This is an optimization exercise on Yosys and OpenROAD, whose aim is small area, not a production implementation. RTL that was checked went through simulation tests only; none was proved equivalent to the original. Only the layout flow was run in run 1; the RTL was not checked for function there. Power is estimated from default activity; no workload was simulated.

[flow/flow/abc_e5.script]
strash
&get -n
&st
&syn3
&dch -f
&nf -R 1000
&put
strash
&get -n
&st
&syn2
&dch -f
&nf -R 1000
&put
strash
&get -n
&st
&dch -f
&nf -R 1000
&put
topo
[flow/flow/abc_b7.script]
strash
&get -n
&st
&syn2
&dch -f
&nf -R 1000
&st
&dch -f
&put
amap
topo
[flow/flow/abc_c1.script]
strash
&get -n
&st
&syn2
&dch -f
&nf -R 1000
&put
strash
&get -n
&st
&dch -f
&nf -R 1000
&put
strash
&get -n
&st
&dch -f
&nf -R 1000
&put
topo
[flow/flow/abc_e1.script]
strash
&get -n
&st
&syn2
&dch -f
&nf -R 1000
&put
strash
&get -n
&st
&syn2
&dch -f
&nf -R 1000
&put
strash
&get -n
&st
&syn2
&dch -f
&nf -R 1000
&put
strash
&get -n
&st
&dch -f
&nf -R 1000
&put
topo
[flow/config.mk]
export PLATFORM = sky130hd
export DESIGN_NAME = delqa_ethmac
export DESIGN_NICKNAME = delqa_ethmac
export VERILOG_FILES = /design/flow/design.v
export SDC_FILE = /design/flow/constraint.sdc
export NUM_CORES = 4
export LEC_CHECK = 0
export CAP_MARGIN = 20
export CORE_MARGIN = 2
export CORE_UTILIZATION = 40
export SLEW_MARGIN = 20
[flow/flow/abc_b6.script]
strash
&get -n
&st
&syn2
&dch -f
&nf -R 1000
&put
strash
&get -n
&st
&dch -f
&nf -R 1000
&put
topo
[flow/flow/abc_c4.script]
strash
&get -n
&st
&syn2
&dch -f
&nf -R 1000
&put
strash
&get -n
&st
&dch -f
&nf -R 1000
&put
strash
&get -n
&st
&dch -f
&nf -R 1000
&put
strash
&get -n
&st
&dch -f
&nf -R 1000
&put
strash
&get -n
&st
&dch -f
&nf -R 1000
&put
strash
&get -n
&st
&dch -f
&nf -R 1000
&put
topo
[flow/standard.sh]
#!/bin/bash
# synth_recipe.tcl (not shown) runs the flow's synth.tcl, then flattens the netlist and writes it again
# the make line also repeats each setting of config.mk as NAME=value (left out here)
make -C /OpenROAD-flow-scripts/flow DESIGN_CONFIG=/design/flow/config.mk WORK_HOME=/design/flow/orfs CLKGATE_MAP_FILE= SYNTH_SCRIPT=/design/flow/synth_recipe.tcl "${@:-finish}"
[flow/flow/abc_e2.script]
strash
&get -n
&st
&syn2
&dch -f
&nf -R 1000
&put
strash
&get -n
&st
&syn2
&dch -f
&nf -R 1000
&put
strash
&get -n
&st
&dch -f
&nf -R 1000
&put
strash
&get -n
&st
&dch -f
&nf -R 1000
&put
topo
[flow/flow/run.sh]
#!/bin/bash
# Standard ORFS layout (the standard.sh) with three changes:
#  - synthesis maps logic with the best of several area-oriented ABC
#    scripts (flow/synth.tcl);
#  - the port buffers that global placement inserts are the smallest buffer;
#  - clock tree synthesis uses clkbuf_8 and no dummy loads.
set -euo pipefail
here=$(pwd)
export BUFFER_PORTS_ARGS="-buffer_cell sky130_fd_sc_hd__buf_1"
export CTS_ARGS="-sink_clustering_enable -repair_clock_nets -buf_list sky130_fd_sc_hd__clkbuf_8 -sink_clustering_size 30 -sink_buffer_max_cap_derate 1.0 -dont_use_dummy_load"
bash standard.sh SYNTH_SCRIPT="$here/flow/synth.tcl" finish > standard_flow.log 2>&1
[flow/flow/abc_e6.script]
strash
&get -n
&st
&syn2
&dch -f
&nf -R 1000
&put
strash
&get -n
&st
&syn3
&dch -f
&nf -R 1000
&put
strash
&get -n
&st
&dch -f
&nf -R 1000
&put
topo
[flow/constraint.sdc]
create_clock -name core_clock -period 8.0 [get_ports {clk}]
set_input_delay 1.6000 -clock core_clock [delete_from_list [all_inputs] [get_ports {clk}]]
set_output_delay 1.6000 -clock core_clock [all_outputs]
set_load 0.01 [all_outputs]
[flow/flow/abc_a13.script]
strash
&get -n
&st
&syn2
&dch -f
&put
amap
topo
[flow/flow/synth.tcl]
# The standard flow's synthesis script (synth_recipe.tcl in the work folder), with one
# change: Yosys's abc step maps the logic with each of the area-oriented ABC
# scripts flow/abc_*.script in turn and keeps the mapping with the smallest
# cell area, instead of using ORFS's speed script. Registers are mapped
# before abc, so they are the same as in the standard synthesis.
set flow_dir [file dirname [file normalize [info script]]]
proc abc {args} {
  global flow_dir
  set i [lsearch -exact $args -script]
  set best ""
  set best_area 1e18
  yosys design -save pre_abc
  foreach s [lsort [glob [file join $flow_dir abc_*.script]]] {
    yosys design -load pre_abc
    lset args [expr {$i + 1}] $s
    yosys abc {*}$args
    set f $::env(OBJECTS_DIR)/abc_try_stat.txt
    yosys tee -q -o $f stat -liberty [lindex $::env(LIB_FILES) 0]
    set fp [open $f r]
    set txt [read $fp]
    close $fp
    regexp {Chip area for module '[^']*': ([0-9.]+)} $txt -> area
    puts "ABC script [file tail $s]: area $area"
    if {$area < $best_area} {
      set best_area $area
      set best $s
      yosys design -save best_abc
    }
  }
  yosys design -load best_abc
  puts "ABC script kept: [file tail $best], area $best_area"
}
source [file join [file dirname $flow_dir] synth_recipe.tcl]
[flow/flow/abc_a11.script]
strash
&get -n
&st
&dc2
&syn2
&dch -f
&nf -R 1000
&put
topo
[flow/design.v]
module crc_n(
   input  [31:0] q,
   input  [7:0]  t,
   output [31:0] nxt
);
wire [31:0] f;
assign f[0]  = t[0] ^ t[6];
assign f[1]  = t[0] ^ t[1] ^ t[6] ^ t[7];
assign f[2]  = t[0] ^ t[1] ^ t[2] ^ t[6] ^ t[7];
assign f[3]  = t[1] ^ t[2] ^ t[3] ^ t[7];
assign f[4]  = t[0] ^ t[2] ^ t[3] ^ t[4] ^ t[6];
assign f[5]  = t[0] ^ t[1] ^ t[3] ^ t[4] ^ t[5] ^ t[6] ^ t[7];
assign f[6]  = t[1] ^ t[2] ^ t[4] ^ t[5] ^ t[6] ^ t[7];
assign f[7]  = t[0] ^ t[2] ^ t[3] ^ t[5] ^ t[7];
assign f[8]  = t[0] ^ t[1] ^ t[3] ^ t[4];
assign f[9]  = t[1] ^ t[2] ^ t[4] ^ t[5];
assign f[10] = t[0] ^ t[2] ^ t[3] ^ t[5];
assign f[11] = t[0] ^ t[1] ^ t[3] ^ t[4];
assign f[12] = t[0] ^ t[1] ^ t[2] ^ t[4] ^ t[5] ^ t[6];
assign f[13] = t[1] ^ t[2] ^ t[3] ^ t[5] ^ t[6] ^ t[7];
assign f[14] = t[2] ^ t[3] ^ t[4] ^ t[6] ^ t[7];
assign f[15] = t[3] ^ t[4] ^ t[5] ^ t[7];
assign f[16] = t[0] ^ t[4] ^ t[5];
assign f[17] = t[1] ^ t[5] ^ t[6];
assign f[18] = t[2] ^ t[6] ^ t[7];
assign f[19] = t[3] ^ t[7];
assign f[20] = t[4];
assign f[21] = t[5];
assign f[22] = t[0];
assign f[23] = t[0] ^ t[1] ^ t[6];
assign f[24] = t[1] ^ t[2] ^ t[7];
assign f[25] = t[2] ^ t[3];
assign f[26] = t[0] ^ t[3] ^ t[4] ^ t[6];
assign f[27] = t[1] ^ t[4] ^ t[5] ^ t[7];
assign f[28] = t[2] ^ t[5] ^ t[6];
assign f[29] = t[3] ^ t[6] ^ t[7];
assign f[30] = t[4] ^ t[7];
assign f[31] = t[5];
assign nxt = {q[23:0], 8'h00} ^ f;
endmodule
module ethsend(
   input             clk,
   input             clr,
   input             txena,       
   output            txdone,      
   output            txen,        
   output     [7:0]  dataout,     
   input      [15:0] txbdata,     
   output     [9:0]  txbaddr,     
   input      [10:0] txcntb,      
   input             skipb        
);
localparam IDLE  = 3'd0;
localparam START = 3'd1;
localparam PRE   = 3'd2;
localparam DATA  = 3'd3;
localparam TAIL  = 3'd4;    
localparam DONE  = 3'd5;
reg  [2:0]  st;
reg  [10:0] p;              
reg  [31:0] crc;
wire s_idle = (st == IDLE);
wire s_pre  = (st == PRE);
wire s_data = (st == DATA);
wire s_tail = (st == TAIL);
assign txbaddr = p[10:1];
assign txdone  = (st == DONE);
assign txen    = s_pre | s_data | (s_tail & (p[3:2] == 2'b00));
wire [7:0]  dbyte  = p[0] ? txbdata[15:8] : txbdata[7:0];
wire        sfd    = (p[2:0] == 3'd7);
wire [10:0] last_p = ~txcntb + {9'd0, skipb, skipb};
wire        last   = (p == last_p);
assign dataout = s_pre  ? {sfd, 7'h55} :
                 s_data ? dbyte :
                 ~{crc[24], crc[25], crc[26], crc[27], crc[28], crc[29], crc[30], crc[31]};
wire [1:0]  u = p[1:0];
wire [7:0]  tpre = {u == 2'd1 | u == 2'd3, u == 2'd0, 1'b0, u == 2'd3,
                    u[1], u == 2'd0, u[0] ~^ u[1], u != 2'd0};
wire [7:0]  t = s_data ? (crc[31:24] ^
                {dbyte[0], dbyte[1], dbyte[2], dbyte[3], dbyte[4], dbyte[5], dbyte[6], dbyte[7]}) :
                s_tail ? 8'h00 : tpre;
wire [31:0] crc_nxt;
crc_n crc_tx(.q(crc), .t(t), .nxt(crc_nxt));
always @(posedge clk) begin
   crc <= crc_nxt;
   if (s_idle)
      p <= 11'h7F7;
   else if (s_data & last)
      p <= 11'd0;
   else if (s_pre & sfd)
      p <= {9'd0, skipb, skipb};
   else
      p <= p + 1'b1;
   if (clr)
      st <= IDLE;
   else case (st)
      IDLE:  if (txena) st <= START;
      START: st <= PRE;
      PRE:   if (sfd) st <= DATA;
      DATA:  if (last) st <= TAIL;
      TAIL:  if (p[3:0] == 4'hF) st <= DONE;
      DONE:  if (~txena) st <= IDLE;
      default: st <= IDLE;
   endcase
end
endmodule
module ethreceive(
   input             clk,
   input             clr,
   input             rxena,
   input      [7:0]  datain,
   input             rxdv,
   input             rxer,
   input             rxdone,
   output     [10:0] rxcntb,
   output     [9:0]  rxbaddr,
   output     [15:0] rxbdata,
   output reg        rxwrn,
   output reg        rxrdy,
   output reg        err_gen,
   output reg        err_crc,
   output     [47:0] mac_data,
   output reg        mac_rdy,
   input             cmp_done,
   input             cmp_res,
   output reg [1:0]  sfrtyp
);
localparam IDLE    = 3'd0;
localparam SIX_55  = 3'd1;
localparam SPD_D5  = 3'd2;
localparam RX_DATA = 3'd3;
localparam RX_LAST = 3'd4;
localparam RX_CRC  = 3'd5;
localparam CHK_MAC = 3'd6;
localparam FINISH  = 3'd7;
reg  [2:0]  st;
reg  [10:0] n;
reg  [47:0] recmac;
reg  [7:0]  hi, lo;
reg         crc_bad;
reg  [31:0] crc;
wire s_data = (st == RX_DATA);
wire s_last = (st == RX_LAST);
wire byte_ok = s_data & rxdv & ~rxer;
wire n3 = (n == 11'd3);
assign mac_data = recmac;
assign rxbaddr  = n[10:1];
assign rxcntb   = {n[10:1] - 1'b1, n[0]};
assign rxbdata  = {hi & {8{~s_last}}, lo};
wire [1:0]  u = n[1:0];
wire [7:0]  tpre = {u == 2'd2 | u == 2'd0, u == 2'd1, 1'b0, u == 2'd0,
                    u == 2'd3 | u == 2'd0, u == 2'd1, u == 2'd1 | u == 2'd0, u != 2'd1};
wire [7:0]  t = s_data ? (crc[31:24] ^ {datain[0], datain[1], datain[2], datain[3],
                                        datain[4], datain[5], datain[6], datain[7]}) : tpre;
wire [31:0] crc_nxt;
crc_n crc_rx(.q(crc), .t(t), .nxt(crc_nxt));
always @(posedge clk) begin
   crc <= crc_nxt;
   if (s_data) crc_bad <= (crc != 32'hC704DD7B);
   if (~mac_rdy) recmac <= {datain, recmac[47:8]};
   if (byte_ok & ~n[0]) lo <= datain;
   if (byte_ok & n[0]) hi <= datain;
   else if (st == RX_CRC) hi[5:0] <= 6'd0;
   else if (st == CHK_MAC) hi[5:0] <= hi[5:0] + 1'b1;
   case (st)
      IDLE, SPD_D5: n <= 11'h7FE;
      SIX_55:  n <= n + 1'b1;
      RX_DATA: if (byte_ok) n <= n + 1'b1;
      default: ;
   endcase
   if (clr) begin
      st <= IDLE;
      rxrdy <= 1'b0;
      err_gen <= 1'b0;
      err_crc <= 1'b0;
      rxwrn <= 1'b0;
      mac_rdy <= 1'b0;
      sfrtyp <= 2'b00;
   end
   else begin
      case (st)
         IDLE: begin
            rxwrn <= 1'b0;
            mac_rdy <= 1'b0;
            sfrtyp <= 2'b00;
            if (rxdv & rxena & (datain == 8'h55)) begin
               err_gen <= 1'b0;
               err_crc <= 1'b0;
               st <= SIX_55;
            end
         end
         SIX_55: begin
            if (~rxer & rxdv & (datain == 8'h55)) begin
               if (n3) st <= SPD_D5;
            end
            else begin
               err_gen <= 1'b1;
               st <= IDLE;
            end
         end
         SPD_D5: begin
            if (~rxer & rxdv & (datain == 8'hD5))
               st <= RX_DATA;
            else begin
               err_gen <= 1'b1;
               st <= IDLE;
            end
         end
         RX_DATA: begin
            if (rxwrn & (n[10:1] == 10'd6)) begin
               if ({hi, lo} == 16'o0220) sfrtyp <= 2'b01;
               if ({hi, lo} == 16'o1140) sfrtyp <= 2'b10;
            end
            if (rxer) begin
               err_gen <= 1'b1;
               st <= IDLE;
            end
            else if (rxdv) begin
               if (n3) mac_rdy <= 1'b1;
               rxwrn <= n[0];
            end
            else begin
               rxwrn <= 1'b0;
               st <= RX_LAST;
            end
         end
         RX_LAST: begin
            if (n[0] & ~rxwrn)
               rxwrn <= 1'b1;
            else begin
               rxwrn <= 1'b0;
               st <= RX_CRC;
            end
         end
         RX_CRC: begin
            if (crc_bad) err_crc <= 1'b1;
            st <= CHK_MAC;
         end
         CHK_MAC: begin
            if (cmp_done)
               st <= cmp_res ? FINISH : IDLE;
            else if (hi[5:0] == 6'd63)
               st <= IDLE;
         end
         FINISH: begin
            if (rxdone) begin
               rxrdy <= 1'b0;
               st <= IDLE;
            end
            else rxrdy <= 1'b1;
         end
      endcase
   end
end
endmodule
module delqa_ethmac(
   input          clk,         
   input          rst,         
   input          rx_ena,      
   input          loop,        
   input          skipb,       
   input          tx_req,      
   input          rx_done,     
   input  [10:0]  tx_cnt,      
   output [9:0]   txb_adr,     
   input  [15:0]  txb_dat,     
   output         tx_done,     
   output         e_txen,      
   output [7:0]   e_txd,       
   input          e_rxdv,      
   input          e_rxer,      
   input  [7:0]   e_rxd,       
   output         rxb_we,      
   output [9:0]   rxb_adr,     
   output [15:0]  rxb_dat,     
   output [10:0]  rx_cnt,      
   output         rx_rdy,      
   output         rx_err,      
   output         rx_crc_err,  
   output [1:0]   sfrtyp,      
   output         mac_rdy,     
   output [47:0]  mac_data,    
   input          cmp_done,    
   input          cmp_res      
);
wire        txens;
wire [7:0]  txdb;
assign e_txen = ~loop & txens;
assign e_txd  = txdb;
ethsend ethsendm(
   .clk(clk),
   .clr(rst),
   .txena(tx_req),
   .txdone(tx_done),
   .txen(txens),
   .dataout(txdb),
   .txbdata(txb_dat),
   .txbaddr(txb_adr),
   .txcntb(tx_cnt),
   .skipb(skipb)
);
ethreceive ethrcvm(
   .clk(clk),
   .clr(rst),
   .rxena(loop | rx_ena),
   .datain(loop ? txdb : e_rxd),
   .rxdv(loop ? txens : e_rxdv),
   .rxer(~loop & e_rxer),
   .rxdone(rx_done),
   .rxcntb(rx_cnt),
   .rxbaddr(rxb_adr),
   .rxbdata(rxb_dat),
   .rxwrn(rxb_we),
   .rxrdy(rx_rdy),
   .err_gen(rx_err),
   .err_crc(rx_crc_err),
   .mac_data(mac_data),
   .mac_rdy(mac_rdy),
   .cmp_done(cmp_done),
   .cmp_res(cmp_res),
   .sfrtyp(sfrtyp)
);
endmodule
[flow/flow/abc_c3.script]
strash
&get -n
&st
&syn2
&dch -f
&nf -R 1000
&put
strash
&get -n
&st
&syn2
&dch -f
&nf -R 1000
&put
strash
&get -n
&st
&dch -f
&nf -R 1000
&put
topo
==> results of run 1 <==
-- layout make-up --
class | instances | area, sq um
clock buffer | 17 | 234
fill | 1736 | 9970
inverter | 26 | 97.6
multi-input combinational | 475 | 3330
sequential | 164 | 4040
tap | 234 | 293
timing repair buffer | 160 | 612
-- worst max-delay path, cell delays in order --
cell and delay (ps):
buf_1 140, ha_1 190, clkinv_1 80, fa_1 420, or4_1 630, nor4_1 280, xnor2_1 160, o2111ai_1 120
nor3_1 290, nand2_1 90, nand2_1 140, or2_0 400, o21ai_0 150
-- per-stage QoR --
step	power (mW)	instance area (sq um)
after global placement	3.51	8380
after floorplan	3.06	7550
after CTS	3.99	8610
after global routing	4.26	8610
final	3.94	8610
after detailed placement	3.54	8380
-- power groups by stage --
stage	Clock, mW	Sequential, mW	Combinational, mW
4_1_cts	0.452	1.58	1.96
2_1_floorplan	0	1.59	1.47
3_5_place_dp	0	1.59	1.95
5_1_grt	0.481	1.62	2.16
3_3_place_gp	0	1.58	1.93
6_report	0.431	1.57	1.93
-- Yosys cell counts (16+ instances only) --
| cell type | number |
|---|---|
| xnor2_1 | 109 |
| dfxtp_1 | 88 |
| edfxtp_1 | 76 |
| xor2_1 | 65 |
| nand2_1 | 44 |
| nor2_1 | 42 |
| o21ai_0 | 33 |
| clkinv_1 | 26 |
| a21oi_1 | 25 |
| nor3_1 | 18 |
| ha_1 | 16 |
-- layout by cell type, fill, tap and decap left out, types with 9 or more instances in the layout --
cell / instances
buf_1: 157
xnor2_1: 109
dfxtp_1: 88
edfxtp_1: 76
xor2_1: 65
nand2_1: 44
nor2_1: 42
o21ai_0: 33
clkinv_1: 26
a21oi_1: 25
nor3_1: 18
clkbuf_8: 17
ha_1: 16
mux2i_1: 12
nor4_1: 12
a22oi_1: 11
nand3_1: 10
nor2b_1: 9
-- registers in the layout (all words and copies together), names as in the netlist, 2 cells and up --
| signal | cells |
|---|---|
| ethrcvm.hi | 8 |
| ethsendm.p | 11 |
| ethrcvm.lo | 8 |
| ethsendm.st | 3 |
| ethrcvm.sfrtyp | 2 |
| ethrcvm.n | 11 |
| ethrcvm.recmac | 48 |
| ethrcvm.crc | 32 |
| ethrcvm.st | 3 |
| ethsendm.crc | 32 |
-- final timing paths --
kind	end	startpoint	slack, ps
setup / recovery	ethsendm.p[4]$_SDFF_PP1_	skipb	3590
hold / removal	ethsendm.crc[9]$_DFF_P_	ethsendm.crc[1]$_DFF_P_	430
setup reg to reg	ethrcvm.crc[11]$_DFF_P_	ethsendm.st[2]$_SDFFE_PP0P_	4020
hold reg to reg	ethsendm.crc[9]$_DFF_P_	ethsendm.crc[1]$_DFF_P_	430
-- cell families (layout without fill, tap and decap cells) --
family,Yosys count,after routing,share of synthesized area
xor gates and xnor gates,174,174,0.202
and+or+nand+nor,170,170,0.111
DFF,164,164,0.536
AOI/OAI and AO/OA,99,99,0.0792
buffers and inverters,36,203,0.0229
adders and majority gates,17,17,0.0292
muxes,15,15,0.0204
-- metal layers --
layer	global-route usage	up-vias	routed length, um
li1	-	2688	-
met1	0.229	2574	7830
met2	0.282	154	8050
met3	0.0432	27	932
met4	0.0684	0	424
met5	0	-	0
==> results.json, run 1 <==
{
  "worst_ep_arrival_time_ps": 4700,
  "syn_area_sq_mm": 0.00755,
  "drive_above_1_share": 0.0238,
  "final-max-slew-violation-count": 0,
  "ys_warn_count": 2,
  "clk_latency_ps": 430,
  "grt-ovfl-total": 0,
  "whs_ps": 427,
  "ff2ff_path_depth": 10,
  "dp_hpwl_mm": 13.3,
  "p_int_mw": 2.37,
  "rsz0062_at_grt": "false",
  "synth-edff-count": 76,
  "die_h_um": 141,
  "finalClockSkew_ps": 18.8,
  "swShare": 0.399,
  "syn_nets": 738,
  "dpl_worst_slack_ps": 3160,
  "root_buffer": "clkbuf_8",
  "worstSetupStartpointType": "input port",
  "syn_inst": 675,
  "maxCapViolations": 0,
  "post_drt_via_cell_ratio": 5.06,
  "syn_area_per_cell_sq_um": 11.2,
  "hold_buffers": 0,
  "finalCriticalPeriod_ps": 4410,
  "avgRoutedWirePerCell_um": 16.0,
  "clock_path_buffers": 2,
  "fin_cells": 1076,
  "hold_violations": 0,
  "synthTopCellsByArea": "edfxtp_1, dfxtp_1, xnor2_1",
  "seqPwrFrac": 0.400,
  "yosysTopAreaCell": "edfxtp_1",
  "grt_pass1_vias": 5295,
  "ys_seq_area_frac": 0.536,
  "firstDrtPassIters": 4,
  "die_w_um": 141,
  "diodes": 0,
  "cts_tree": "done",
  "cp_data_required_time_ps": 8290,
  "dieArea_sq_mm": 0.0200,
  "core-area_sq_mm": 0.0186,
  "max_freq_mhz": 227,
  "ant_nets": 0,
  "power.leakage_nw": 2.96,
  "finalWorstSetupSlack_ps": 3590,
  "fin_crit_sh": 0.551,
  "area_growth_pct": 14.1,
  "status": "finished clean",
  "io_buffers": 157,
  "htree_levels": 4,
  "ir_worst_vdd_uv": 219,
  "power_frac_comb": 0.491,
  "final_core_util": 0.464,
  "antenna_found_initial": 0,
  "numClockSinks": 164,
  "hp-class": "reg2reg",
  "remaining_drc_errors": 0,
  "io_pins": 158,
  "tns_ps": 0,
  "cts_setup_buffers": 0,
  "cts-resized-gates": 0,
  "grt_usage": 0.175,
  "place_inst": 1059,
  "grt_pass1_wl_mm": 27.5,
  "p_sw_mw": 1.57,
  "async_flop_share": 0,
  "end_kind": "flop",
  "critPathMaxFanout": 9,
  "floorplan.initialDensity": 0.406,
  "drtIter0Drc": 417,
  "cts_made_buffers": 17,
  "whs_path_depth": 1,
  "ys.flop_type": "dfxtp_1",
  "setup_viol": 0,
  "clk_pin_slew_ps": 80,
  "worst_slew_pin_slew_ps": 956,
  "synth.top_cell.area_share": 0.302,
  "wirelength_mm": 17.2,
  "synthDistinctLibCells": 41,
  "ys_seq_elements": 164,
  "fin_nets": 907,
  "relSlewSlack": 0.361,
  "vias": 5443,
  "power.density_mw_per_mm2": 457,
  "power.share.clock": 0.109,
  "routabilityCongestion": 0.873,
  "crit_type": "in2reg",
  "rows": 50,
  "grt_max_degree": 49
}
==> inputs of run 2 (changes only) <==
--- a/flow/design.v
+++ b/flow/design.v
@@ -44,63 +44,70 @@
    input             txena,       
    output            txdone,      
    output            txen,        
-   output     [7:0]  dataout,     
+   output reg [7:0]  dataout,     
    input      [15:0] txbdata,     
    output     [9:0]  txbaddr,     
    input      [10:0] txcntb,      
    input             skipb        
 );
-localparam IDLE  = 3'd0;
-localparam START = 3'd1;
-localparam PRE   = 3'd2;
-localparam DATA  = 3'd3;
-localparam TAIL  = 3'd4;    
-localparam DONE  = 3'd5;
+localparam IDLE     = 3'd0;
+localparam SENDPRE  = 3'd1;
+localparam SENDDATA = 3'd2;
+localparam SENDCRC  = 3'd3;
+localparam TXDELAY  = 3'd4;
+localparam WAITDONE = 3'd5;
 reg  [2:0]  st;
+reg  [10:0] i;              
 reg  [10:0] p;              
+reg  [15:0] bufdat;         
 reg  [31:0] crc;
-wire s_idle = (st == IDLE);
-wire s_pre  = (st == PRE);
-wire s_data = (st == DATA);
-wire s_tail = (st == TAIL);
+wire s_pre  = (st == SENDPRE);
+wire s_data = (st == SENDDATA);
+wire pre7   = s_pre & (i[2:0] == 3'd7);
+wire last   = (i == 11'h7FF);
 assign txbaddr = p[10:1];
-assign txdone  = (st == DONE);
-assign txen    = s_pre | s_data | (s_tail & (p[3:2] == 2'b00));
-wire [7:0]  dbyte  = p[0] ? txbdata[15:8] : txbdata[7:0];
-wire        sfd    = (p[2:0] == 3'd7);
-wire [10:0] last_p = ~txcntb + {9'd0, skipb, skipb};
-wire        last   = (p == last_p);
-assign dataout = s_pre  ? {sfd, 7'h55} :
-                 s_data ? dbyte :
-                 ~{crc[24], crc[25], crc[26], crc[27], crc[28], crc[29], crc[30], crc[31]};
-wire [1:0]  u = p[1:0];
+assign txdone  = (st == WAITDONE);
+assign txen    = (s_pre & (i[2:0] != 3'd0)) | s_data | (st == SENDCRC) |
+                 ((st == TXDELAY) & ~i[3] & ~i[4] & (i[2:0] == 3'd4));
+wire [7:0]  dbyte = p[0] ? bufdat[15:8] : bufdat[7:0];
+wire [1:0]  u = i[1:0];
 wire [7:0]  tpre = {u == 2'd1 | u == 2'd3, u == 2'd0, 1'b0, u == 2'd3,
                     u[1], u == 2'd0, u[0] ~^ u[1], u != 2'd0};
 wire [7:0]  t = s_data ? (crc[31:24] ^
                 {dbyte[0], dbyte[1], dbyte[2], dbyte[3], dbyte[4], dbyte[5], dbyte[6], dbyte[7]}) :
-                s_tail ? 8'h00 : tpre;
+                s_pre ? tpre : 8'h00;
 wire [31:0] crc_nxt;
 crc_n crc_tx(.q(crc), .t(t), .nxt(crc_nxt));
 always @(posedge clk) begin
    crc <= crc_nxt;
-   if (s_idle)
-      p <= 11'h7F7;
+   dataout <= s_pre  ? {pre7, 7'h55} :
+              s_data ? dbyte :
+              ~{crc[24], crc[25], crc[26], crc[27], crc[28], crc[29], crc[30], crc[31]};
+   if (pre7 | (s_data & p[0] & ~last)) bufdat <= txbdata;
+   if (st == IDLE)
+      i <= 11'd0;
+   else if (pre7)
+      i <= txcntb;
    else if (s_data & last)
-      p <= 11'd0;
-   else if (s_pre & sfd)
+      i <= 11'd0;
+   else
+      i <= i + 1'b1;
+   if (st == IDLE)
       p <= {9'd0, skipb, skipb};
+   else if (s_pre)
+      p <= {8'd0, pre7 & p[1], p[1] ^ pre7, p[0]};    
    else
       p <= p + 1'b1;
    if (clr)
       st <= IDLE;
    else case (st)
-      IDLE:  if (txena) st <= START;
-      START: st <= PRE;
-      PRE:   if (sfd) st <= DATA;
-      DATA:  if (last) st <= TAIL;
-      TAIL:  if (p[3:0] == 4'hF) st <= DONE;
-      DONE:  if (~txena) st <= IDLE;
-      default: st <= IDLE;
+      IDLE:     if (txena) st <= SENDPRE;
+      SENDPRE:  if (pre7) st <= SENDDATA;
+      SENDDATA: if (last) st <= SENDCRC;
+      SENDCRC:  if (i[1:0] == 2'd3) st <= TXDELAY;
+      TXDELAY:  if (i[4]) st <= WAITDONE;
+      WAITDONE: if (~txena) st <= IDLE;
+      default:  st <= IDLE;
    endcase
 end
 endmodule
--- a/flow/flow/run.sh
+++ b/flow/flow/run.sh
@@ -7,5 +7,5 @@
 set -euo pipefail
 here=$(pwd)
 export BUFFER_PORTS_ARGS="-buffer_cell sky130_fd_sc_hd__buf_1"
-export CTS_ARGS="-sink_clustering_enable -repair_clock_nets -buf_list sky130_fd_sc_hd__clkbuf_8 -sink_clustering_size 30 -sink_buffer_max_cap_derate 1.0 -dont_use_dummy_load"
+export CTS_ARGS="-sink_clustering_enable -repair_clock_nets -buf_list sky130_fd_sc_hd__clkbuf_8 -dont_use_dummy_load"
 bash standard.sh SYNTH_SCRIPT="$here/flow/synth.tcl" finish > standard_flow.log 2>&1
==> run 2 against run 1 <==
Effect of this change: synthesized cell count up 9.2%; largest power group is now registers; register-to-register slack better by 240 ps; combinational power is 68% lower.
==> results.json, run 2 <==
{
  "status": "finished clean",
  "critPathMaxFanout": 15,
  "max_freq_mhz": 241,
  "critPathLaunch": "loop",
  "io_buffers": 157,
  "cp-endpoint": "ethrcvm.crc[14]$_DFF_P_",
  "final-max-slew-violation-count": 0,
  "final_common_cell": "buf_1",
  "grt_pass1_wl_mm": 29.6,
  "numClockSinks": 199,
  "tns_ps": 0,
  "diodes": 0,
  "floorplan.initialDensity": 0.406,
  "grt_usage": 0.172,
  "antenna_found_initial": 0,
  "syn_inst": 737,
  "whs_ps": 418,
  "ys_seq_elements": 199,
  "syn_nets": 799,
  "power.leakage_nw": 3.33,
  "cp_data_required_time_ps": 8330,
  "relSlewSlack": 0.307,
  "hp-class": "reg2reg",
  "design_area_sq_mm": 0.00963,
  "post_drt_via_cell_ratio": 4.97,
  "ir_worst_vdd_uv": 129,
  "rsz0062_at_grt": "false",
  "ys.flop_type": "dfxtp_1",
  "wirelength_mm": 19.0,
  "hold_buffers": 0,
  "reg_top3": "ethrcvm.recmac x48, ethrcvm.crc x32, ethsendm.crc x32",
  "worst_r2r_startpoint": "ethsendm.st[1]$_SDFFE_PP0P_",
  "die_w_um": 150,
  "syn_area_sq_mm": 0.00851,
  "area_growth_pct": 13.1,
  "placed_area_sq_mm": 0.00939,
  "io_pins": 158,
  "slowest_stage": "a21oi_1",
  "async_flop_share": 0,
  "fin_crit_sh": 0.518,
  "remaining_drc_errors": 0,
  "crit_path_frequent_cell": "xnor2_1",
  "final_core_util": 0.459,
  "synth_xor_area_frac": 0.171,
  "syn_area_per_cell_sq_um": 11.5,
  "setup_viol": 0,
  "avgRoutedWirePerCell_um": 16.1,
  "vias": 5855,
  "fin_nets": 968,
  "synthTopCellsByArea": "edfxtp_1, dfxtp_1, xnor2_1",
  "end_kind": "flop",
  "dieArea_sq_mm": 0.0225,
  "clk_pin_slew_ps": 90,
  "root_buffer": "clkbuf_8",
  "htree_levels": 4,
  "synth.most_common_cell": "dfxtp_1",
  "synth-edff-count": 93,
  "routabilityCongestion": 0.817,
  "total_power_mw": 2.58,
  "yosysTopAreaCell": "edfxtp_1",
  "cp_slowest_stage_delay_ps": 540,
  "synth_top_family_by_area": "XOR/XNOR gates",
  "whs_path_depth": 1,
  "drtIter0Drc": 342,
  "power.density_mw_per_mm2": 268,
  "core-area_sq_mm": 0.0210,
  "clk_latency_ps": 470,
  "synth_compound_area_frac": 0.0703,
  "worst_slew_pin_slew_ps": 1040,
  "synthTopCellsByCount": "dfxtp_1, xnor2_1, edfxtp_1, xor2_1, nor2_1",
  "ff2ff_path_depth": 7,
  "largest_reg_flops": 48,
  "maxCapViolations": 0,
  "clock_path_buffers": 2,
  "crit_type": "in2reg",
  "synthDistinctLibCells": 46,
  "path_cells": "buf_1, mux2i_1, clkinv_1, o21ai_0, a21oi_1, a21oi_1, xnor2_1, xnor2_1, xnor2_1",
  "drive_above_1_share": 0.0232,
  "firstDrtPassIters": 5,
  "largest-register": "ethrcvm.recmac",
  "dp_hpwl_mm": 14.4,
  "synth.top_cell.area_share": 0.328,
  "most-common-layout-cells": "buf_1, dfxtp_1, xnor2_1",
  "grt_pass1_vias": 5660,
  "cts_setup_buffers": 0,
  "grt_max_degree": 50,
  "cts_made_buffers": 17,
  "ys_seq_area_frac": 0.577,
  "ant_nets": 0,
  "synth-simple-area-share": 0.122,
  "cts-resized-gates": 0,
  "worstSetupStartpointType": "input port",
  "worst_ep_arrival_time_ps": 4480,
  "muxShareOfSynthArea": 0.0173,
  "rows": 53,
  "timing.rr.end": "ethsendm.crc[11]$_DFF_P_",
  "finalCriticalPeriod_ps": 4140,
  "die_h_um": 150,
  "finalClockSkew_ps": 36.9,
  "r2r_slack_ps": 4260,
  "grt-ovfl-total": 0,
  "fillers": 2057,
  "synthAdderAreaFrac": 0.0235,
  "hold_violations": 0,
  "ys_warn_count": 2,
  "cts_tree": "done"
}
[run 2: layout make-up]
type / instances / area, sq um / share of cell area
sequential: 199 / 4910 / 0.511
multi-input combinational: 506 / 3440 / 0.357
timing repair buffer: 160 / 612 / 0.0636
tap: 275 / 344 / 0.0357
clock buffer: 17 / 234 / 0.0243
inverter: 22 / 82.6 / 0.00858
[run 2: report_power, final]
group	switching (mW)	internal (mW)	leakage, nW
Sequential	0.152	1.33	1.77
Clock	0.299	0.189	0.122
Combinational	0.328	0.282	1.44
[run 2: kinds of logic (layout without fill, tap and decap cells)]
family / after synthesis / in the layout
compound gates: 101 / 101
xor+xnor: 166 / 166
fa+ha+maj: 16 / 16
buf+inv: 32 / 199
flops: 199 / 199
mux: 14 / 14
simple gates: 209 / 209
[run 2: critical path: cells and delay by family]
kind            cells  cell delay (ps)
compound gates      3              780
xor+xnor            3              970
buf+inv             2              700
mux                 1              420
[run 2: per-layer routing]
layer	vias up	wire (um)	GRT usage
met1	2807	8880	0.229
li1	2906	-	-
met5	-	0	0
met3	13	809	0.0363
met4	0	206	0.0467
met2	129	9120	0.284
[run 2: how the worst min path moves through the flow]
| stage | start | to | slack (ps) |
|---|---|---|---|
| 3_3_place_gp | ethsendm.crc[3]$_DFF_P_ | ethsendm.crc[11]$_DFF_P_ | 410 |
| 3_5_place_dp | ethsendm.crc[0]$_DFF_P_ | ethsendm.crc[8]$_DFF_P_ | 410 |
| 2_1_floorplan | ethsendm.crc[3]$_DFF_P_ | ethsendm.crc[11]$_DFF_P_ | 410 |
| 6_report | ethsendm.crc[17]$_DFF_P_ | ethsendm.crc[25]$_DFF_P_ | 420 |
| 5_1_grt | ethsendm.crc[17]$_DFF_P_ | ethsendm.crc[25]$_DFF_P_ | 420 |
| 4_1_cts | ethsendm.crc[17]$_DFF_P_ | ethsendm.crc[25]$_DFF_P_ | 420 |
[run 2: per-stage QoR]
step                      instances  setup slack, ps
after floorplan                 737             4410
after detailed placement       1162             3380
final                          1179             3860
after global routing           1179             3530
after global placement         1162             3470
after CTS                      1179             3890
==> inputs of run 3 (changes only) <==
--- a/flow/design.v
+++ b/flow/design.v
@@ -59,7 +59,7 @@
 reg  [2:0]  st;
 reg  [10:0] i;              
 reg  [10:0] p;              
-reg  [15:0] bufdat;         
+reg  [7:0]  blo, bhi;       
 reg  [31:0] crc;
 wire s_pre  = (st == SENDPRE);
 wire s_data = (st == SENDDATA);
@@ -69,7 +69,8 @@
 assign txdone  = (st == WAITDONE);
 assign txen    = (s_pre & (i[2:0] != 3'd0)) | s_data | (st == SENDCRC) |
                  ((st == TXDELAY) & ~i[3] & ~i[4] & (i[2:0] == 3'd4));
-wire [7:0]  dbyte = p[0] ? bufdat[15:8] : bufdat[7:0];
+wire        sample = pre7 | (s_data & p[0] & ~last);
+wire [7:0]  dbyte  = blo;
 wire [1:0]  u = i[1:0];
 wire [7:0]  tpre = {u == 2'd1 | u == 2'd3, u == 2'd0, 1'b0, u == 2'd3,
                     u[1], u == 2'd0, u[0] ~^ u[1], u != 2'd0};
@@ -83,7 +84,8 @@
    dataout <= s_pre  ? {pre7, 7'h55} :
               s_data ? dbyte :
               ~{crc[24], crc[25], crc[26], crc[27], crc[28], crc[29], crc[30], crc[31]};
-   if (pre7 | (s_data & p[0] & ~last)) bufdat <= txbdata;
+   bhi <= txbdata[15:8];
+   blo <= ~sample ? bhi : (pre7 & p[0]) ? txbdata[15:8] : txbdata[7:0];
    if (st == IDLE)
       i <= 11'd0;
    else if (pre7)
==> run 3 against run 2 <==
Effect of this change: non-clock buffer count grew 1; routed wire length rose by 2.0%; largest power group unchanged; die area down 1.2%; worst setup slack better by 140 ps; clock-buffer cell count did not move; sequential share of layout area decreased by 1.2 points; register-to-register slack improved by 130 ps.
==> results.json, run 3 <==
{
  "ant_nets": 0,
  "dieArea_sq_mm": 0.0222,
  "grt-ovfl-total": 0,
  "wirelength_mm": 19.4,
  "ys_seq_elements": 199,
  "synthTopCellsByCount": "dfxtp_1, xnor2_1, edfxtp_1, xor2_1, nand2_1",
  "numClockSinks": 199,
  "clk_pin_slew_ps": 110,
  "post_drt_via_cell_ratio": 4.98,
  "area_growth_pct": 13.4,
  "relSlewSlack": 0.301,
  "ys.flop_type": "dfxtp_1",
  "fin_nets": 982,
  "cts_made_buffers": 17,
  "status": "finished clean",
  "avgRoutedWirePerCell_um": 16.3,
  "syn_area_sq_mm": 0.00841,
  "final_common_cell": "buf_1",
  "antenna_found_initial": 0,
  "syn_area_per_cell_sq_um": 11.2,
  "async_flop_share": 0,
  "finalClockSkew_ps": 40.1,
  "vias": 5943,
  "cp-endpoint": "ethrcvm.crc[9]$_DFF_P_",
  "synth-edff-count": 77,
  "rows": 53,
  "hold_violations": 0,
  "timing.rr.end": "ethrcvm.crc[11]$_DFF_P_",
  "max_freq_mhz": 249,
  "dpl_worst_slack_ps": 3520,
  "hold_buffers": 0,
  "grt_pass1_vias": 5636,
  "worst_r2r_startpoint": "ethrcvm.st[2]$_SDFFE_PP0P_",
  "grt_max_degree": 49,
  "worstSetupStartpointType": "input port",
  "worst_slew_pin_slew_ps": 1050,
  "finalWorstSetupSlack_ps": 3990,
  "io_buffers": 157,
  "reg_top3": "ethrcvm.recmac x48, ethrcvm.crc x32, ethsendm.crc x32",
  "htree_levels": 4,
  "critPathMaxFanout": 14,
  "final-max-slew-violation-count": 0,
  "cp_data_required_time_ps": 8330,
  "setup_viol": 0,
  "synthDistinctLibCells": 43,
  "syn_inst": 750,
  "drive_above_1_share": 0.0251,
  "drtIter0Drc": 317,
  "root_buffer": "clkbuf_8",
  "clk_latency_ps": 470,
  "largest-register": "ethrcvm.recmac",
  "fin_crit_sh": 0.501,
  "rsz0062_at_grt": "false",
  "grt_pass1_wl_mm": 30.1,
  "place_inst": 1176,
  "floorplan.initialDensity": 0.404,
  "ir_worst_vdd_uv": 132,
  "synth.most_common_cell": "dfxtp_1",
  "ys_warn_count": 2,
  "power.leakage_nw": 3.37,
  "die_w_um": 149,
  "total_power_mw": 2.52,
  "dp_hpwl_mm": 14.7,
  "io_pins": 158,
  "crit_type": "in2reg",
  "hp-class": "reg2reg",
  "die_h_um": 149,
  "most-common-layout-cells": "buf_1, dfxtp_1, xnor2_1",
  "synth.top_cell.area_share": 0.290,
  "tns_ps": 0,
  "r2r_slack_ps": 4390,
  "cts_setup_buffers": 0,
  "worst_ep_arrival_time_ps": 4330,
  "grt_usage": 0.175,
  "whs_ps": 431,
  "remaining_drc_errors": 0,
  "cts_tree": "done",
  "syn_nets": 812,
  "synthTopCellsByArea": "dfxtp_1, edfxtp_1, xnor2_1",
  "finalCriticalPeriod_ps": 4010,
  "yosysTopAreaCell": "dfxtp_1",
  "diodes": 0,
  "critPathLaunch": "loop",
  "clock_path_buffers": 2,
  "firstDrtPassIters": 5,
  "core-area_sq_mm": 0.0208,
  "maxCapViolations": 0,
  "largest_reg_flops": 48,
  "ys_seq_area_frac": 0.565,
  "fillers": 2039,
  "end_kind": "flop",
  "power.density_mw_per_mm2": 265,
  "fin_cells": 1193,
  "routabilityCongestion": 0.861,
  "cts-resized-gates": 0,
  "ff2ff_path_depth": 8
}
==> run 3: changes by cell type after synthesis, sizes merged, moves of 5 or more <==
cell	delta
a211oi	+11
a21oi	+6
dfxtp	+16
edfxtp	-16
nand2	+5
nand3	-7
nor2	-6
nor3	+5
o21ai	+7
o22ai	-12
==> run 3: layer usage <==
metal / global-route usage / up-vias / wire length, um / part of all wire
li1: - / 2952 / - / -
met1: 0.244 / 2805 / 9110 / 0.47
met2: 0.269 / 163 / 8680 / 0.45
met3: 0.0437 / 23 / 1200 / 0.062
met4: 0.0533 / 0 / 400 / 0.021
met5: 0 / - / 0 / 0
==> run 3: cell families (layout without fill, tap and decap cells) <==
logic type / count (synthesis) / in the layout / share of synthesized area
compound gates: 120 / 120 / 0.0853
xor+xnor: 159 / 159 / 0.166
fa+ha+maj: 16 / 16 / 0.0238
buf+inv: 32 / 200 / 0.0187
flops: 199 / 199 / 0.565
mux: 14 / 14 / 0.0170
simple gates: 210 / 210 / 0.124
==> run 3: worst min-delay path by stage <==
stage                                         from                        to  cells after the start
after floorplan            ethsendm.bhi[0]$_DFF_P_   ethsendm.blo[0]$_DFF_P_                      2
after global placement    ethsendm.crc[11]$_DFF_P_  ethsendm.crc[19]$_DFF_P_                      1
after detailed placement   ethsendm.crc[0]$_DFF_P_   ethsendm.crc[8]$_DFF_P_                      1
after CTS                  ethsendm.crc[1]$_DFF_P_   ethsendm.crc[9]$_DFF_P_                      1
after global routing      ethsendm.crc[12]$_DFF_P_  ethsendm.crc[20]$_DFF_P_                      1
final                     ethsendm.crc[11]$_DFF_P_  ethsendm.crc[19]$_DFF_P_                      1
==> run 3: report_power, final <==
| group | switching, mW | internal [mW] |
|---|---|---|
| Sequential | 0.152 | 1.32 |
| Combinational | 0.310 | 0.260 |
| Clock | 0.298 | 0.189 |
==> run 3: metrics by stage <==
| stage | instance area, sq um | util |
|---|---|---|
| 6_report | 9540 | 0.458 |
| 5_1_grt | 9540 | 0.458 |
| 4_1_cts | 9530 | 0.458 |
| 3_5_place_dp | 9300 | 0.446 |
| 3_3_place_gp | 9300 | 0.446 |
| 2_1_floorplan | 8410 | - |
==> run 3: critical path, cell delays in order <==
cell and delay [ps]:
buf_1 500, mux2i_1 490, xor2_1 120, nand2_1 80, o21ai_0 360, xnor2_1 760
xnor2_1 240, xnor2_1 170
==> run 3: final cells by class <==
cell class	count	area, sq um	area share
Tap cell	275	344	0.0361
Sequential cell	199	4750	0.499
Clock buffer	17	234	0.0245
Timing Repair Buffer	161	619	0.0649
Inverter	22	82.6	0.00866
Multi-Input combinational cell	519	3500	0.367
==> inputs of run 4 (changes only) <==
--- a/flow/flow/run.sh
+++ b/flow/flow/run.sh
@@ -7,5 +7,5 @@
 set -euo pipefail
 here=$(pwd)
 export BUFFER_PORTS_ARGS="-buffer_cell sky130_fd_sc_hd__buf_1"
-export CTS_ARGS="-sink_clustering_enable -repair_clock_nets -buf_list sky130_fd_sc_hd__clkbuf_8 -dont_use_dummy_load"
+export CTS_ARGS="-repair_clock_nets -buf_list sky130_fd_sc_hd__clkbuf_8 -dont_use_dummy_load"
 bash standard.sh SYNTH_SCRIPT="$here/flow/synth.tcl" finish > standard_flow.log 2>&1
==> run 4 against run 3 <==
Effect of this change: cell count unchanged; non-clock buffer count unchanged; final area unchanged.
==> results.json, run 4 <==
{
  "fin_cells": 1193,
  "numClockSinks": 199,
  "cp_data_required_time_ps": 8330,
  "power.leakage_nw": 3.37,
  "cts_tree": "done",
  "grt_pass1_vias": 5636,
  "worst_slew_pin_slew_ps": 1050,
  "synth.top_cell.area_share": 0.290,
  "remaining_drc_errors": 0,
  "wirelength_mm": 19.4,
  "synth.most_common_cell": "dfxtp_1",
  "synth-edff-count": 77,
  "status": "finished clean",
  "cts-resized-gates": 0,
  "area_growth_pct": 13.4,
  "async_flop_share": 0,
  "vias": 5943,
  "maxCapViolations": 0,
  "critPathMaxFanout": 14,
  "dp_hpwl_mm": 14.7,
  "ys.flop_type": "dfxtp_1",
  "whs_ps": 431,
  "grt_pass1_wl_mm": 30.1,
  "syn_nets": 812,
  "io_buffers": 157,
  "largest_reg_flops": 48,
  "synthDistinctLibCells": 43,
  "cts_made_buffers": 17,
  "hp-class": "reg2reg",
  "rsz0062_at_grt": "false",
  "tns_ps": 0,
  "synthTopCellsByArea": "dfxtp_1, edfxtp_1, xnor2_1",
  "finalClockSkew_ps": 40.1,
  "grt_usage": 0.175,
  "final_common_cell": "buf_1",
  "finalWorstSetupSlack_ps": 3990,
  "finalCriticalPeriod_ps": 4010,
  "die_w_um": 149,
  "ant_nets": 0,
  "core-area_sq_mm": 0.0208,
  "dieArea_sq_mm": 0.0222,
  "syn_inst": 750,
  "syn_area_per_cell_sq_um": 11.2,
  "root_buffer": "clkbuf_8",
  "antenna_found_initial": 0,
  "most-common-layout-cells": "buf_1, dfxtp_1, xnor2_1",
  "grt-ovfl-total": 0,
  "routabilityCongestion": 0.861,
  "relSlewSlack": 0.301,
  "largest-register": "ethrcvm.recmac",
  "yosysTopAreaCell": "dfxtp_1",
  "synthTopCellsByCount": "dfxtp_1, xnor2_1, edfxtp_1, xor2_1, nand2_1",
  "diodes": 0,
  "worst_ep_arrival_time_ps": 4330,
  "clock_path_buffers": 2,
  "hold_buffers": 0,
  "crit_type": "in2reg",
  "ys_seq_area_frac": 0.565,
  "clk_pin_slew_ps": 110,
  "fin_crit_sh": 0.501,
  "fin_nets": 982,
  "avgRoutedWirePerCell_um": 16.3,
  "cts_setup_buffers": 0,
  "worstSetupStartpointType": "input port",
  "ir_worst_vdd_uv": 132,
  "end_kind": "flop",
  "final-max-slew-violation-count": 0,
  "reg_top3": "ethrcvm.recmac x48, ethrcvm.crc x32, ethsendm.crc x32",
  "dpl_worst_slack_ps": 3520,
  "syn_area_sq_mm": 0.00841,
  "setup_viol": 0,
  "floorplan.initialDensity": 0.404,
  "max_freq_mhz": 249,
  "clk_latency_ps": 470,
  "power.density_mw_per_mm2": 265,
  "ys_warn_count": 2,
  "firstDrtPassIters": 5,
  "place_inst": 1176,
  "total_power_mw": 2.52,
  "ys_seq_elements": 199,
  "grt_max_degree": 49,
  "htree_levels": 4,
  "die_h_um": 149,
  "hold_violations": 0,
  "drtIter0Drc": 317,
  "drive_above_1_share": 0.0251,
  "rows": 53,
  "post_drt_via_cell_ratio": 4.98,
  "io_pins": 158
}
## run 4: where the power goes
group	internal (mW)	switching (mW)	leakage, nW
Sequential	1.32	0.152	1.76
Clock	0.189	0.298	0.122
Combinational	0.260	0.310	1.49
Total	1.76	0.760	3.37
## run 4: through the flow
step | instance area [sq um] | util
6_report | 9540 | 0.458
5_1_grt | 9540 | 0.458
4_1_cts | 9530 | 0.458
3_5_place_dp | 9300 | 0.446
3_3_place_gp | 9300 | 0.446
2_1_floorplan | 8410 | -
## run 4: cell families after synthesis
kind of cell               Yosys count  synth area share
AOI/OAI and AO/OA                  120            0.0853
xor gates and xnor gates           159             0.166
adders and majority gates           16            0.0238
buffers and inverters               32            0.0187
DFF                                199             0.565
muxes                               14            0.0170
and+or+nand+nor                    210             0.124
## run 4: worst paths after layout
check / from / end / slack [ps] / cells after the start
max: loop / ethrcvm.crc[9]$_DFF_P_ / 3990 / 8
min: ethsendm.crc[11]$_DFF_P_ / ethsendm.crc[19]$_DFF_P_ / 430 / 1
max reg2reg: ethrcvm.st[2]$_SDFFE_PP0P_ / ethrcvm.crc[11]$_DFF_P_ / 4390 / 8
min reg2reg: ethsendm.crc[11]$_DFF_P_ / ethsendm.crc[19]$_DFF_P_ / 430 / 1
## run 4: layout make-up
type / count / area, sq um
clock buffer: 17 / 234
inverter: 22 / 82.6
timing repair buffer: 161 / 619
sequential: 199 / 4750
fill: 2039 / 11300
tap: 275 / 344
multi-input combinational: 519 / 3500
## run 4: critical path: stages
cell and delay [ps]:
buf_1 500, mux2i_1 490, xor2_1 120, nand2_1 80, o21ai_0 360, xnor2_1 760, xnor2_1 240, xnor2_1 170
## run 4: routing by layer
metal,track usage,share of wire,wire [um]
met5,0,0,0
met4,0.0533,0.021,400
met3,0.0437,0.062,1200
met2,0.269,0.45,8680
met1,0.244,0.47,9110
==> inputs of run 5 (changes only) <==
--- a/flow/flow/run.sh
+++ b/flow/flow/run.sh
@@ -7,5 +7,5 @@
 set -euo pipefail
 here=$(pwd)
 export BUFFER_PORTS_ARGS="-buffer_cell sky130_fd_sc_hd__buf_1"
-export CTS_ARGS="-repair_clock_nets -buf_list sky130_fd_sc_hd__clkbuf_8 -dont_use_dummy_load"
+export CTS_ARGS="-sink_clustering_enable -sink_clustering_size 25 -sink_clustering_max_diameter 200 -sink_clustering_levels 2 -repair_clock_nets -buf_list sky130_fd_sc_hd__clkbuf_8 -dont_use_dummy_load"
 bash standard.sh SYNTH_SCRIPT="$here/flow/synth.tcl" finish > standard_flow.log 2>&1
==> flow/flow/abc_f1.script (new file) <==
strash
&get -n
&st
&syn2
&dch -f
&nf -R 1000
&put
strash
&get -n
&st
&deepsyn -T 20
&dch -f
&nf -R 1000
&put
topo
==> flow/flow/abc_h1.script (new file) <==
strash
&get -n
&st
&syn2
&dch -f
&nf -R 1000
&put
strash
&get -n
&st
&deepsyn -T 20 -S 1
&dch -f
&nf -R 1000
&put
topo
==> flow/flow/abc_h2.script (new file) <==
strash
&get -n
&st
&syn2
&dch -f
&nf -R 1000
&put
strash
&get -n
&st
&deepsyn -T 20 -S 2
&dch -f
&nf -R 1000
&put
topo
removed: flow/flow/abc_a11.script
removed: flow/flow/abc_a13.script
removed: flow/flow/abc_b6.script
removed: flow/flow/abc_b7.script
removed: flow/flow/abc_c1.script
removed: flow/flow/abc_c4.script
removed: flow/flow/abc_e1.script
removed: flow/flow/abc_e2.script
removed: flow/flow/abc_e5.script
==> run 5 against run 4 <==
Effect of this change: still clean on timing, DRC and antenna; first-iteration DRC count is 4.1% lower; cell count is 0.75% lower; sequential cell count stayed put; synthesized cell count is 0.40% lower; sequential share of layout area is 0.66 points higher; combinational power is 69% higher; maximum frequency is 11% lower; via count is 0.87% lower; non-clock buffer count is 1 lower; clock power hardly changed; clock skew is 10 ps lower; critical path type is now reg2out; critical endpoint is now e_txen; largest cell class unchanged; largest power group unchanged.
==> results.json, run 5 <==
{
  "status": "finished clean",
  "grt_pass1_vias": 5550,
  "worstSetupStartpointType": "flop",
  "power.leakage_nw": 3.34,
  "async_flop_share": 0,
  "area_growth_pct": 13.3,
  "cts-resized-gates": 0,
  "remaining_drc_errors": 0,
  "power.density_mw_per_mm2": 322,
  "most-common-layout-cells": "buf_1, dfxtp_1, xnor2_1",
  "htree_levels": 4,
  "total_power_mw": 3.03,
  "reg_top3": "ethrcvm.recmac x48, ethrcvm.crc x32, ethsendm.crc x32",
  "dieArea_sq_mm": 0.0219,
  "drtIter0Drc": 304,
  "die_h_um": 148,
  "largest-register": "ethrcvm.recmac",
  "post_drt_via_cell_ratio": 4.98,
  "hold_violations": 0,
  "root_buffer": "clkbuf_8",
  "ir_worst_vdd_uv": 124,
  "path_cells": "clkinv_1, nor3_1, clkinv_1, nand2_1, o21ai_0, o31a_1, nor2_1, buf_1",
  "ys_warn_count": 2,
  "synthDistinctLibCells": 44,
  "clock_path_buffers": 2,
  "synthAdderAreaFrac": 0.0241,
  "rsz0062_at_grt": "false",
  "fin_nets": 978,
  "drive_above_1_share": 0.0219,
  "tns_ps": 0,
  "cp_data_required_time_ps": 6400,
  "firstDrtPassIters": 6,
  "critPathMaxFanout": 13,
  "muxShareOfSynthArea": 0.0134,
  "syn_area_sq_mm": 0.00830,
  "synth_compound_area_frac": 0.0836,
  "worst_slew_pin_slew_ps": 919,
  "grt_max_degree": 49,
  "crit_path_frequent_cell": "clkinv_1",
  "avgRoutedWirePerCell_um": 16.1,
  "synth_top_family_by_area": "XOR/XNOR gates",
  "end_kind": "output port",
  "clk_latency_ps": 470,
  "finalClockSkew_ps": 29.9,
  "ys_seq_area_frac": 0.573,
  "max_freq_mhz": 221,
  "fin_crit_sh": 0.565,
  "ant_nets": 0,
  "finalCriticalPeriod_ps": 4520,
  "crit_type": "reg2out",
  "routabilityCongestion": 0.850,
  "fillers": 2002,
  "cp_slowest_stage_delay_ps": 580,
  "maxCapViolations": 0,
  "yosysTopAreaCell": "dfxtp_1",
  "antenna_found_initial": 0,
  "numClockSinks": 199,
  "cts_setup_buffers": 0,
  "worst_ep_arrival_time_ps": 2920,
  "synth.most_common_cell": "dfxtp_1",
  "floorplan.initialDensity": 0.409,
  "final_core_util": 0.464,
  "rows": 52,
  "ys.flop_type": "dfxtp_1",
  "wirelength_mm": 19.0,
  "synth.top_cell.area_share": 0.294,
  "io_pins": 158,
  "cts_made_buffers": 17,
  "setup_viol": 0,
  "final_common_cell": "buf_1",
  "grt_pass1_wl_mm": 29.8,
  "synthTopCellsByCount": "dfxtp_1, xnor2_1, edfxtp_1, nor2_1, xor2_1",
  "hold_buffers": 0,
  "grt-ovfl-total": 0,
  "syn_nets": 809,
  "slowest_stage": "dfxtp_1",
  "synthTopCellsByArea": "dfxtp_1, edfxtp_1, xnor2_1",
  "largest_reg_flops": 48,
  "vias": 5891,
  "dp_hpwl_mm": 14.6,
  "syn_inst": 747,
  "io_buffers": 157,
  "cts_tree": "done",
  "diodes": 0,
  "die_w_um": 148,
  "synth_xor_area_frac": 0.155,
  "grt_usage": 0.175,
  "synth-simple-area-share": 0.131,
  "core-area_sq_mm": 0.0203,
  "ys_seq_elements": 199,
  "relSlewSlack": 0.381,
  "final-max-slew-violation-count": 0,
  "hp-class": "reg2reg",
  "synth-edff-count": 77,
  "syn_area_per_cell_sq_um": 11.1,
  "clk_pin_slew_ps": 90
}
## run 5: changes by cell type in the layout (fill, tap and decap cells not counted), sizes merged, moves of 4 or more
cell,before,now
nand3,11,7
o21ai,29,36
clkinv,21,25
nor3,28,22
o22ai,5,13
xor2,64,52
and3,11,15
a211oi,11,3
a21oi,44,39
nor2,49,67
## run 5: cells by family after synthesis
family / Yosys count
multiplexers: 11
flip-flops: 199
buffers and inverters: 35
AO/OA/AOI/OAI: 119
adder cells (fa/ha/maj): 16
XOR/XNOR: 147
AND/OR/NAND/NOR: 220
## run 5: area by class of cell
| class | instances | area [sq um] | area share |
|---|---|---|---|
| flip-flops and latches | 199 | 4750 | 0.505 |
| well taps | 270 | 338 | 0.0359 |
| clock buffers | 17 | 234 | 0.0249 |
| inverters | 25 | 93.8 | 0.00997 |
| repair buffers | 160 | 612 | 0.0650 |
| multi-input cells | 513 | 3380 | 0.359 |
## run 5: critical path, delay by kind of cell, from the launching register on
family                 cells  cell delay (ps)
flip-flops                 1              580
buffers and inverters      3              710
AND/OR/NAND/NOR            3              940
AO/OA/AOI/OAI              2              240
## run 5: path summary, 6_finish.rpt
check | from | end | slack, ps | cells past startpoint
max | ethsendm.st[0]$_SDFFE_PP0P_ | e_txen | 3480 | 8
min reg2reg | ethsendm.crc[17]$_DFF_P_ | ethsendm.crc[25]$_DFF_P_ | 430 | 1
max reg2reg | ethsendm.st[0]$_SDFFE_PP0P_ | ethrcvm.hi[4]$_DFFE_PP_ | 3920 | 12
min | ethsendm.crc[17]$_DFF_P_ | ethsendm.crc[25]$_DFF_P_ | 430 | 1
## run 5: routing by layer
layer  track usage  wire [um]  vias to the layer above
li1              -          -                     2922
met4        0.0519        269                        0
met5             0          0                        -
met1         0.234       8710                     2746
met3        0.0380       1230                       17
met2         0.285       8830                      206
## run 5: report_power, final
| group | switching [mW] | internal [mW] | leakage, nW |
|---|---|---|---|
| clock | 0.296 | 0.188 | 0.122 |
| combinational | 0.534 | 0.431 | 1.45 |
| sequential | 0.204 | 1.38 | 1.78 |
| total | 1.03 | 2.00 | 3.34 |
## run 5: metrics by stage
stage | hold WS, ps | worst slack (ps) | instance area [sq um] | std cells
floorplan | 409 | 4500 | 8300 | 747
global placement | 417 | 3550 | 9180 | 1167
detailed placement | 421 | 3340 | 9180 | 1167
CTS | 426 | 3470 | 9410 | 1184
global route | 434 | 3090 | 9410 | 1184
finish | 428 | 3480 | 9410 | 1184
==> inputs of run 6 (changes only) <==
--- a/flow/flow/run.sh
+++ b/flow/flow/run.sh
@@ -7,5 +7,5 @@
 set -euo pipefail
 here=$(pwd)
 export BUFFER_PORTS_ARGS="-buffer_cell sky130_fd_sc_hd__buf_1"
-export CTS_ARGS="-sink_clustering_enable -sink_clustering_size 25 -sink_clustering_max_diameter 200 -sink_clustering_levels 2 -repair_clock_nets -buf_list sky130_fd_sc_hd__clkbuf_8 -dont_use_dummy_load"
+export CTS_ARGS="-sink_clustering_enable -repair_clock_nets -buf_list sky130_fd_sc_hd__clkbuf_8 -dont_use_dummy_load"
 bash standard.sh SYNTH_SCRIPT="$here/flow/synth.tcl" finish > standard_flow.log 2>&1
==> run 6 against run 5 <==
Effect of this change: combinational power about the same; utilization unchanged; synthesized cell count unchanged; maximum frequency unchanged; register-to-register slack about the same; die area unchanged; routed wire length unchanged; non-clock buffer count unchanged; cell count unchanged; clock-buffer cell count unchanged; worst hold slack unchanged; clock power about the same; largest cell class unchanged; largest power group unchanged.
==> results.json, run 6 <==
{
  "fin_crit_sh": 0.565,
  "seqPwrFrac": 0.522,
  "avgRoutedWirePerCell_um": 16.1,
  "synth.most_common_cell": "dfxtp_1",
  "dr_wl_met2_mm": 8.83,
  "synth.top_cell.area_share": 0.294,
  "top_layer": "met4",
  "firstDrtPassIters": 6,
  "most-common-layout-cells": "buf_1, dfxtp_1, xnor2_1",
  "path_cells": "clkinv_1, nor3_1, clkinv_1, nand2_1, o21ai_0, o31a_1, nor2_1, buf_1",
  "swShare": 0.341,
  "power.share.clock": 0.160,
  "clk_latency_ps": 470,
  "drive_above_1_share": 0.0219,
  "htree_levels": 4,
  "remaining_drc_errors": 0,
  "hold_violations": 0,
  "critPathTopFamily": "simple AND/OR/NAND/NOR gates",
  "io_pins": 158,
  "grt_usage": 0.175,
  "max_freq_mhz": 221,
  "die_w_um": 148,
  "final_common_cell": "buf_1",
  "ys_warn_count": 2,
  "crit_path_frequent_cell": "clkinv_1",
  "ant_nets": 0,
  "hp-class": "reg2reg",
  "cts_tree": "done",
  "setup_viol": 0,
  "ys_seq_area_frac": 0.573,
  "power.leakage_nw": 3.34,
  "syn_inst": 747,
  "vias": 5891,
  "core-area_sq_mm": 0.0203,
  "worst_r2r_startpoint": "ethsendm.st[0]$_SDFFE_PP0P_",
  "post_drt_via_cell_ratio": 4.98,
  "power.density_mw_per_mm2": 322,
  "root_buffer": "clkbuf_8",
  "fin_cells": 1184,
  "area_growth_pct": 13.3,
  "dp_hpwl_mm": 14.6,
  "synthDistinctLibCells": 44,
  "synthTopCellsByArea": "dfxtp_1, edfxtp_1, xnor2_1",
  "routabilityCongestion": 0.850,
  "final_core_util": 0.464,
  "finalClockSkew_ps": 29.9,
  "die_h_um": 148,
  "grt_max_degree": 49,
  "met3WireLength_mm": 1.23,
  "wl_met1_mm": 8.71,
  "slowest_stage": "dfxtp_1",
  "synthTopCellsByCount": "dfxtp_1, xnor2_1, edfxtp_1, nor2_1, xor2_1",
  "clk_pin_slew_ps": 90,
  "finalCriticalPeriod_ps": 4520,
  "wirelength_mm": 19.0,
  "worst_slew_pin_slew_ps": 919,
  "io_buffers": 157,
  "ys_seq_elements": 199,
  "power_frac_comb": 0.318,
  "p_sw_mw": 1.03,
  "cts-resized-gates": 0,
  "synth-edff-count": 77,
  "clock_path_buffers": 2,
  "hold_start": "ethsendm.crc[17]$_DFF_P_",
  "crit_type": "reg2out",
  "fin_nets": 978,
  "relSlewSlack": 0.381,
  "placed_area_sq_mm": 0.00918,
  "floorplan.initialDensity": 0.409,
  "critPathMaxFanout": 13,
  "tns_ps": 0,
  "grt_pass1_wl_mm": 29.8,
  "final-max-slew-violation-count": 0,
  "status": "finished clean",
  "diodes": 0,
  "design_area_sq_mm": 0.00941,
  "whs_ps": 428,
  "end_kind": "output port",
  "finalWorstSetupSlack_ps": 3480,
  "worst_ep_arrival_time_ps": 2920,
  "ir_worst_vdd_uv": 124,
  "hold_buffers": 0,
  "drtIter0Drc": 304,
  "critPathLaunch": "ethsendm.st[0]$_SDFFE_PP0P_",
  "syn_nets": 809,
  "ys.flop_type": "dfxtp_1",
  "cp_slowest_stage_delay_ps": 580,
  "grt_pass1_vias": 5550,
  "syn_area_sq_mm": 0.00830,
  "total_power_mw": 3.03,
  "r2r_slack_ps": 3920,
  "worstSetupStartpointType": "flop",
  "p_int_mw": 2.00,
  "cp_data_required_time_ps": 6400,
  "antenna_found_initial": 0,
  "rows": 52,
  "cts_made_buffers": 17,
  "numClockSinks": 199,
  "rsz0062_at_grt": "false",
  "grt-ovfl-total": 0,
  "reg_top3": "ethrcvm.recmac x48, ethrcvm.crc x32, ethsendm.crc x32",
  "dpl_worst_slack_ps": 3340,
  "largest-register": "ethrcvm.recmac",
  "place_inst": 1167,
  "dieArea_sq_mm": 0.0219,
  "cp.buffers_inverters": 3,
  "async_flop_share": 0,
  "yosysTopAreaCell": "dfxtp_1",
  "syn_area_per_cell_sq_um": 11.1,
  "largest_reg_flops": 48,
  "maxCapViolations": 0,
  "cts_setup_buffers": 0
}
==> run 6: final timing paths <==
kind                                            endpoint  cells past startpoint
worst min-delay path            ethsendm.crc[25]$_DFF_P_                      1
worst max register to register   ethrcvm.hi[4]$_DFFE_PP_                     12
worst max-delay path                              e_txen                      8
worst min register to register  ethsendm.crc[25]$_DFF_P_                      1
==> run 6: power by group through the flow <==
| stage | clock network, mW | logic, mW | registers (mW) |
|---|---|---|---|
| 6_report | 0.485 | 0.965 | 1.58 |
| 5_1_grt | 0.539 | 1.07 | 1.61 |
| 4_1_cts | 0.501 | 0.975 | 1.58 |
| 3_5_place_dp | 0 | 0.968 | 1.61 |
| 3_3_place_gp | 0 | 0.964 | 1.60 |
| 2_1_floorplan | 0 | 0.672 | 1.60 |
==> run 6: kinds of logic after synthesis <==
logic type / after synthesis / synth area share
buffers and inverters: 35 / 0.0203
muxes: 11 / 0.0134
AOI/OAI and AO/OA: 119 / 0.0836
adders and majority gates: 16 / 0.0241
DFF: 199 / 0.573
xor gates and xnor gates: 147 / 0.155
and+or+nand+nor: 220 / 0.131
==> run 6: worst register-to-register path, cell delays in order (launching register included) <==
cell,delay [ps]
dfxtp_1,580
clkinv_1,190
nor3_1,560
clkinv_1,340
nand2_1,180
o21ai_0,100
o31a_1,140
nand2_1,70
o21ai_0,160
nand2b_1,280
or2_0,410
o21ai_0,370
nand2b_1,360
==> run 6: per-layer routing <==
layer  vias up  global-route usage
met5         -                   0
met4         0              0.0519
met3        17              0.0380
met2       206               0.285
met1      2746               0.234
li1       2922                   -
==> run 6: area by class of cell <==
| cell class | count | area [sq um] |
|---|---|---|
| fill | 2002 | 10900 |
| sequential | 199 | 4750 |
| multi-input combinational | 513 | 3380 |
| timing repair buffer | 160 | 612 |
| tap | 270 | 338 |
| clock buffer | 17 | 234 |
| inverter | 25 | 93.8 |

what the ideal ports hide:
In the flow no input, the clock included, has a driving cell. The finished layouts below were timed again as built, in two steps. Step 1 assumes that a clkbuf_16 drives the clock port and a buf_2 every other input. Step 2 times the ports against the registers' clock, not the clock port: input delays grow and output delays shrink by t, the midpoint of the rising clock arrivals with the driver on. Three values: ideal, step 1, step 2; two values: the first two.
run	t, ns	slack for setup (ns)	worst setup path at the end	clock arrival spread, ns	slew at the worst register clock pin (ns)
run 1	0.464	3.595 / 3.610 / 3.146	input to register	0.025 / 0.025	0.08 / 0.08
run 2	0.489	3.855 / 3.832 / 3.343	input to register	0.047 / 0.046	0.11 / 0.11
run 3	0.485	3.991 / 3.944 / 3.495	input to register	0.040 / 0.040	0.11 / 0.11
run 4	0.485	3.991 / 3.944 / 3.495	input to register	0.040 / 0.040	0.11 / 0.11
run 5	0.490	3.479 / 3.440 / 3.296	input to register	0.043 / 0.043	0.11 / 0.11
run 6	0.490	3.479 / 3.440 / 3.296	input to register	0.043 / 0.043	0.11 / 0.11
After both steps setup and hold are still met in every run listed. For run 2, which loses most, drivers alone change the setup slack by -0.023 ns; drivers and shift together by -0.512 ns.
